What follows belongs to an exercise in optimizing a design on an open flow for small area; a production flow would make more cautious choices. In this exercise RTL edits were held to simulation tests only and were not proved equivalent to the original. Power is estimated from default activity; no workload was simulated.

===== design.v =====
module counter_and_display(clk,rst,SEC_low,SEC_high,MIN_low,MIN_high,HOUR_low,HOUR_high,key0,key1,key2,key3);
input clk;
input rst;
integer count;
input key0,key1,key2,key3;
output reg[6:0] SEC_low;
output reg[6:0] SEC_high;
output reg[6:0] MIN_low;
output reg[6:0] MIN_high;
output reg[6:0] HOUR_low;
output reg[6:0] HOUR_high;
reg[6:0] second;
reg[6:0] min;
reg[6:0] hour;
reg key0_r0;
reg key0_r1;
reg key1_r0;
reg key1_r1;
reg key2_r0;
reg key2_r1;
reg key3_r0;
reg key3_r1;
always@(posedge clk)begin
	if(rst)begin
		count<=0;
		second<=0;
		min<=0;
		hour<=0;
		key0_r0<=1;
		key0_r1<=1;
		key1_r0<=1;
		key1_r1<=1;
		key2_r0<=1;
		key2_r1<=1;
		key3_r0<=1;
		key3_r1<=1;
	end
	else begin
	if(count==1000-1)begin
		count<=0;
		if(second<59)begin
			second<= second + 1;
		end
		else
			begin
			second <= 0;
			if(min<59)begin
				min <= min +1;
			end
			else
				begin
				min<=0;
				if(hour<23)begin
					hour<=hour + 1;
					end
				else
					hour<=0;
				end
			end
		end
	else
		count=count+1;
	key0_r0<= key0;
	key0_r1<= key0_r0;
	key1_r0<= key1;
	key1_r1<= key1_r0;
	key2_r0<= key2;
	key2_r1<= key2_r0;
	key3_r0<= key3;
	key3_r1<= key3_r0;
	if(key0_r0==0 && key0_r1==1)begin
		if(min==59)begin
			min<=0;
			if(hour ==23)begin
				hour<= 0;
				end
			else
				hour<=hour+1;
			end
		else
			min<= min + 1;
	end
	if(key1_r0==0 && key1_r1==1)begin
		if(min == 0)begin
			if(hour==0)begin
				hour<=23;
				end
			else
				hour<= hour -1;
			min<=59;
			end
		else
			min <= min - 1;
	end
	if(key2_r0==0 && key2_r1==1)begin
		if(hour == 23)begin
			hour<=0;
			end
		else
			hour<= hour +1;
	end
	if(key3_r0==0 && key3_r1==1)begin
		if(hour==00)begin
				hour<=23;
			end
		else
			hour<= hour - 1;
	end
	end
end
always@(second)begin
	SEC_low=second%10;
	case(SEC_low)
	4'd0:SEC_low=7'b1000000;
	4'd1:SEC_low=7'b1111001;
	4'd2:SEC_low=7'b0100100;
	4'd3:SEC_low=7'b0110000;
	4'd4:SEC_low=7'b0011001;
	4'd5:SEC_low=7'b0010010;
	4'd6:SEC_low=7'b0000010;
	4'd7:SEC_low=7'b1111000;
	4'd8:SEC_low=7'b0000000;
	4'd9:SEC_low=7'b0010000;
	default: SEC_low=7'b1001000;
	endcase
end
always@(second)begin
	SEC_high=second/10;
	case(SEC_high)
	4'd0:SEC_high=7'b1000000;
	4'd1:SEC_high=7'b1111001;
	4'd2:SEC_high=7'b0100100;
	4'd3:SEC_high=7'b0110000;
	4'd4:SEC_high=7'b0011001;
	4'd5:SEC_high=7'b0010010;
	4'd6:SEC_high=7'b0000010;
	4'd7:SEC_high=7'b1111000;
	4'd8:SEC_high=7'b0000000;
	4'd9:SEC_high=7'b0010000;
	default: SEC_high=7'b1001000;
	endcase
end
always@(min)begin
	MIN_low=min%10;
	case(MIN_low)
	4'd0:MIN_low=7'b1000000;
	4'd1:MIN_low=7'b1111001;
	4'd2:MIN_low=7'b0100100;
	4'd3:MIN_low=7'b0110000;
	4'd4:MIN_low=7'b0011001;
	4'd5:MIN_low=7'b0010010;
	4'd6:MIN_low=7'b0000010;
	4'd7:MIN_low=7'b1111000;
	4'd8:MIN_low=7'b0000000;
	4'd9:MIN_low=7'b0010000;
	default: MIN_low=7'b1001000;
	endcase
	end
always@(min)begin
	MIN_high=min/10;
	case(MIN_high)
	4'd0:MIN_high=7'b1000000;
	4'd1:MIN_high=7'b1111001;
	4'd2:MIN_high=7'b0100100;
	4'd3:MIN_high=7'b0110000;
	4'd4:MIN_high=7'b0011001;
	4'd5:MIN_high=7'b0010010;
	4'd6:MIN_high=7'b0000010;
	4'd7:MIN_high=7'b1111000;
	4'd8:MIN_high=7'b0000000;
	4'd9:MIN_high=7'b0010000;
	default: MIN_high=7'b1001000;
	endcase
end
always@(hour)begin
	HOUR_low=hour%10;
	case(HOUR_low)
	4'd0:HOUR_low=7'b1000000;
	4'd1:HOUR_low=7'b1111001;
	4'd2:HOUR_low=7'b0100100;
	4'd3:HOUR_low=7'b0110000;
	4'd4:HOUR_low=7'b0011001;
	4'd5:HOUR_low=7'b0010010;
	4'd6:HOUR_low=7'b0000010;
	4'd7:HOUR_low=7'b1111000;
	4'd8:HOUR_low=7'b0000000;
	4'd9:HOUR_low=7'b0010000;
	default: HOUR_low=7'b1001000;
	endcase
end
always@(hour)begin
	HOUR_high=hour/10;
	case(HOUR_high)
	4'd0:HOUR_high=7'b1000000;
	4'd1:HOUR_high=7'b1111001;
	4'd2:HOUR_high=7'b0100100;
	4'd3:HOUR_high=7'b0110000;
	4'd4:HOUR_high=7'b0011001;
	4'd5:HOUR_high=7'b0010010;
	4'd6:HOUR_high=7'b0000010;
	4'd7:HOUR_high=7'b1111000;
	4'd8:HOUR_high=7'b0000000;
	4'd9:HOUR_high=7'b0010000;
	default: HOUR_high=7'b1001000;
	endcase
end
endmodule

===== run.sh =====
#!/bin/bash
# synth_recipe.tcl (not shown) runs the flow's synth.tcl, then flattens the netlist and writes it again
# the make line also repeats each setting of config.mk as NAME=value (left out here)
make -C /OpenROAD-flow-scripts/flow DESIGN_CONFIG=/design/flow/config.mk WORK_HOME=/design/flow/orfs CLKGATE_MAP_FILE= SYNTH_SCRIPT=/design/flow/synth_recipe.tcl finish

===== config.mk =====
export PLATFORM = sky130hd
export DESIGN_NAME = counter_and_display
export DESIGN_NICKNAME = counter_and_display
export VERILOG_FILES = /design/flow/design.v
export SDC_FILE = /design/flow/constraint.sdc
export NUM_CORES = 4
export LEC_CHECK = 0
export CAP_MARGIN = 20
export CORE_MARGIN = 2
export CORE_UTILIZATION = 40
export SLEW_MARGIN = 20

===== constraint.sdc =====
create_clock -name core_clock -period 10.0 [get_ports {clk}]
set_input_delay 2.0000 -clock core_clock [delete_from_list [all_inputs] [get_ports {clk}]]
set_output_delay 2.0000 -clock core_clock [all_outputs]
set_load 0.01 [all_outputs]

==> notes.md <==
[registers in the layout, summed over array words and instances (netlist names)]
signal   flops
key2_r0      1
hour         7
count       32
key2_r1      1
key0_r1      1
min          7
key0_r0      1
key1_r1      1
key3_r1      1
second       7
key1_r0      1
key3_r0      1
[per-stage QoR]
step | hold slack [ns] | setup slack [ns]
final | 0.435 | 1.96
after global routing | 0.468 | 1.25
after CTS | 0.438 | 1.98
after detailed placement | 0.423 | 2.35
after global placement | 0.417 | 2.52
after floorplan | 0.408 | 3.95
[synth_stat cells (9+ instances only)]
master,count,area [µm²]
nor2_1,106,398
a21oi_1,71,355
and3_1,11,68.8
a211oi_1,12,90.1
nor3_1,31,155
xnor2_1,27,236
mux2i_1,10,100
dfxtp_1,61,1220
clkbuf_1,20,75.1
nand4_1,16,100
o21ai_0,47,235
xor2_1,20,175
a31oi_1,11,68.8
nand3_1,35,175
ha_1,49,613
o22ai_1,9,56.3
nand2b_1,18,113
or3_1,9,56.3
buf_2,12,60.1
inv_1,40,150
nand2_1,79,297
o21a_1,9,67.6
or2_2,12,75.1
nor2b_1,17,106
[power by group through the flow]
stage	Sequential, mW	Clock (mW)	Combinational (mW)
floorplan	0.263	0	0.374
global placement	0.284	0	0.516
detailed placement	0.284	0	0.513
CTS	0.279	0.328	0.515
global route	0.283	0.338	0.570
finish	0.279	0.319	0.514
[logic make-up (layout without fill, tap and decap cells)]
group	Yosys count	after routing
AND/OR/NAND/NOR	381	381
AO/OA/AOI/OAI	256	256
buffers and inverters	90	109
flip-flops	61	61
adder cells (fa/ha/maj)	55	55
XOR/XNOR	49	49
multiplexers	17	17
[worst register-to-register path: cells and delay by family (launching register included)]
kind	cells	cell delay, ns
flops	1	0.83
compound gates	5	1.54
buf+inv	1	0.51
simple gates	2	0.62
[worst paths after layout]
check | from | endpoint | slack, ns | cells past startpoint
max | hour[4] | HOUR_low[6] | 1.96 | 19
max reg2reg | min[3] | hour[1] | 6.40 | 8
min reg2reg | key0_r0 | key0_r1 | 0.43 | 1
min | key0_r0 | key0_r1 | 0.43 | 1
[routing by layer]
| metal | up-vias | wire length, µm | global-route usage (%) |
|---|---|---|---|
| met2 | 180 | 7270 | 28.7 |
| met4 | 0 | 216 | 3.76 |
| met5 | - | 0 | 0 |
| met3 | 20 | 817 | 3.03 |
| li1 | 3320 | - | - |
| met1 | 3050 | 7980 | 26.3 |
[final cells by class]
type | instances | area, µm² | share of cell area (%)
inverter | 45 | 169 | 2.27
clock inverter | 7 | 82.6 | 1.11
timing repair buffer | 48 | 478 | 6.41
clock buffer | 9 | 225 | 3.02
tap | 220 | 275 | 3.69
sequential | 61 | 1220 | 16.4
multi-input combinational | 758 | 5000 | 67.1
==> notes.md <==
Die Y=133 µm; register area share after synthesis=18.4%; Layout Cells excl Fill=1148; IO buf count=47; Root Buffer=clkbuf_16; Setup Buffers After CTS=0; post-CTS sizing=0; post-synthesis register bit count=61; Starting Density=40.5%; main combinational cell family by area after synthesis=simple AND/OR/NAND/NOR gates; CP Max Fanout=19; CP max stage cell=dfxtp_1; Clock H-tree levels=3; Top delay family on crit path=simple AND/OR/NAND/NOR gates; Syn-to-layout area delta=12.6%; initial DRC count=488; EDFF count, synth=0; placed cell areas=7150 µm²; I/O pin cnt=48; total number of vias=6570; mux cell area share after synthesis=2.76%; fin nets=978; Pwr Density=149 nW/µm²; post-DP HPWL=11900 µm; Post-Synth XOR/XNOR Area=6.71%; DIE AREA=17600 µm²; Post-CTS Hold Fix Bufs=0; Synth Area in Adders=10.2%; critical path launch point type=flop; synthesized area per cell=7.28 µm²; max incr delay on CP=0.69 ns; CP endpoint kind=output port; arrival time worst endpoint=6.04 ns; syn nets=964; ys async rst share=0%; final hold vios=0; most common cell after layout, fill and taps aside=nor2_1; Slew HR=37.0%; Leak=2.78 nW; mapped cell area=6620 µm²; simple logic cell fraction of the synthesized area=29.3%; Avg Vias per Cell=5.72; Die W=133 µm; Avg WL per Cell=14.2 µm; number of global-route vias before repair=5867; Worst Max-Slew Pin Slew=0.944 ns; combinational fraction of design power=46.2%; # DRC=0; Worst path most repeated cell=nand2_1; Fmax achieved=0.124 GHz; Flop pwr share=25.1%; most frequent cells in the layout=nor2_1 (106), nand2_1 (79), a21oi_1 (71); Worst Path Required=8.00 ns; diode count=0; global-route wire length before repair=28000 µm; First-pass DRT Iterations=5; Worst-path clk slew=0.06 ns; CTS Buf Count=9; setup TNS=0 ns; largest net degree at the start of global routing=34; Compound-Gate Fraction of Synth Area=26.6%; Antenna Nets Post-Route=0; VDD IR max=0.000115 V; final WL=16300 µm; post-layout util=45.6%; Final min period=8.04 ns; Main synth FF type=dfxtp_1; sw power=0.423 mW; Syn. warnings=1; Slew Viols, Final=0; GR Overflow Total=0; crit share post-route=80.4%; Rows=47; clock sinks=61; worst path cell trace=nor2_1 > inv_1 > ha_1 > nand2b_1 > o21ai_1 > a21boi_1 > mux2_2 > a211oi_2 > nand2_1 > nor2b_1 > nand2_1 > xnor2_1 > ha_1 > inv_1 > o31ai_1 > nand2_1 > nand4_1 > a21bo_2 > clkdlybuf4s50_1; switch share=38.0%; Clk pwr share=28.7%; # fillers=1744; design area=7450 µm²; Max Cap Viol=0; worst hold path class=reg2reg; Worst Path Class, Setup=reg2out; initial antenna violation count=0; Post-Syn Instances=909; TritonCTS clock tree=built; RSZ-0062 raised after global routing=no; Worst Skew=0.00502 ns; internal power=0.689 mW; clk latency of the worst-skew pair=0.33 ns; CP bufs+invs=3; clk buf depth=2; DP Cell Count=1132; layout cells sized above 1=6.90%; Core Area=16300 µm²; GP Congestion=0.864; Yosys cell types=97; Pwr Total=1.11 mW; status=no timing/DRC/antenna violations; GRT Resource Usage Total=18.3%; setup violators final=0

re-timing with driven ports:
In the flow no input, the clock included, has a driving cell. The finished layout below was timed again as built, in two steps. Step 1: set_driving_cell puts a clkbuf_16 on clk and a buf_2 on each other input, an assumption about the parent block. Step 2 adds t to the input delays and takes it off the output delays; t is the mean of the earliest and latest rising clock arrival at the registers after step 1. Input paths then give back, and output paths get back, about the clock's delay inside the block. Three values: no drivers, after step 1, after step 2; two values: the first two.
t (ns): 0.369
slack for setup (ns): 1.958 / 1.918 / 2.288
hold WS [ns]: 0.435 / 0.435 / 0.435
worst register clock-pin slew, ns: 0.06 / 0.06
cell pins on the clock port's net: 1
After both steps setup and hold are still met in this run. For this run, drivers alone change the setup slack by -0.040 ns; drivers and shift together by +0.330 ns.
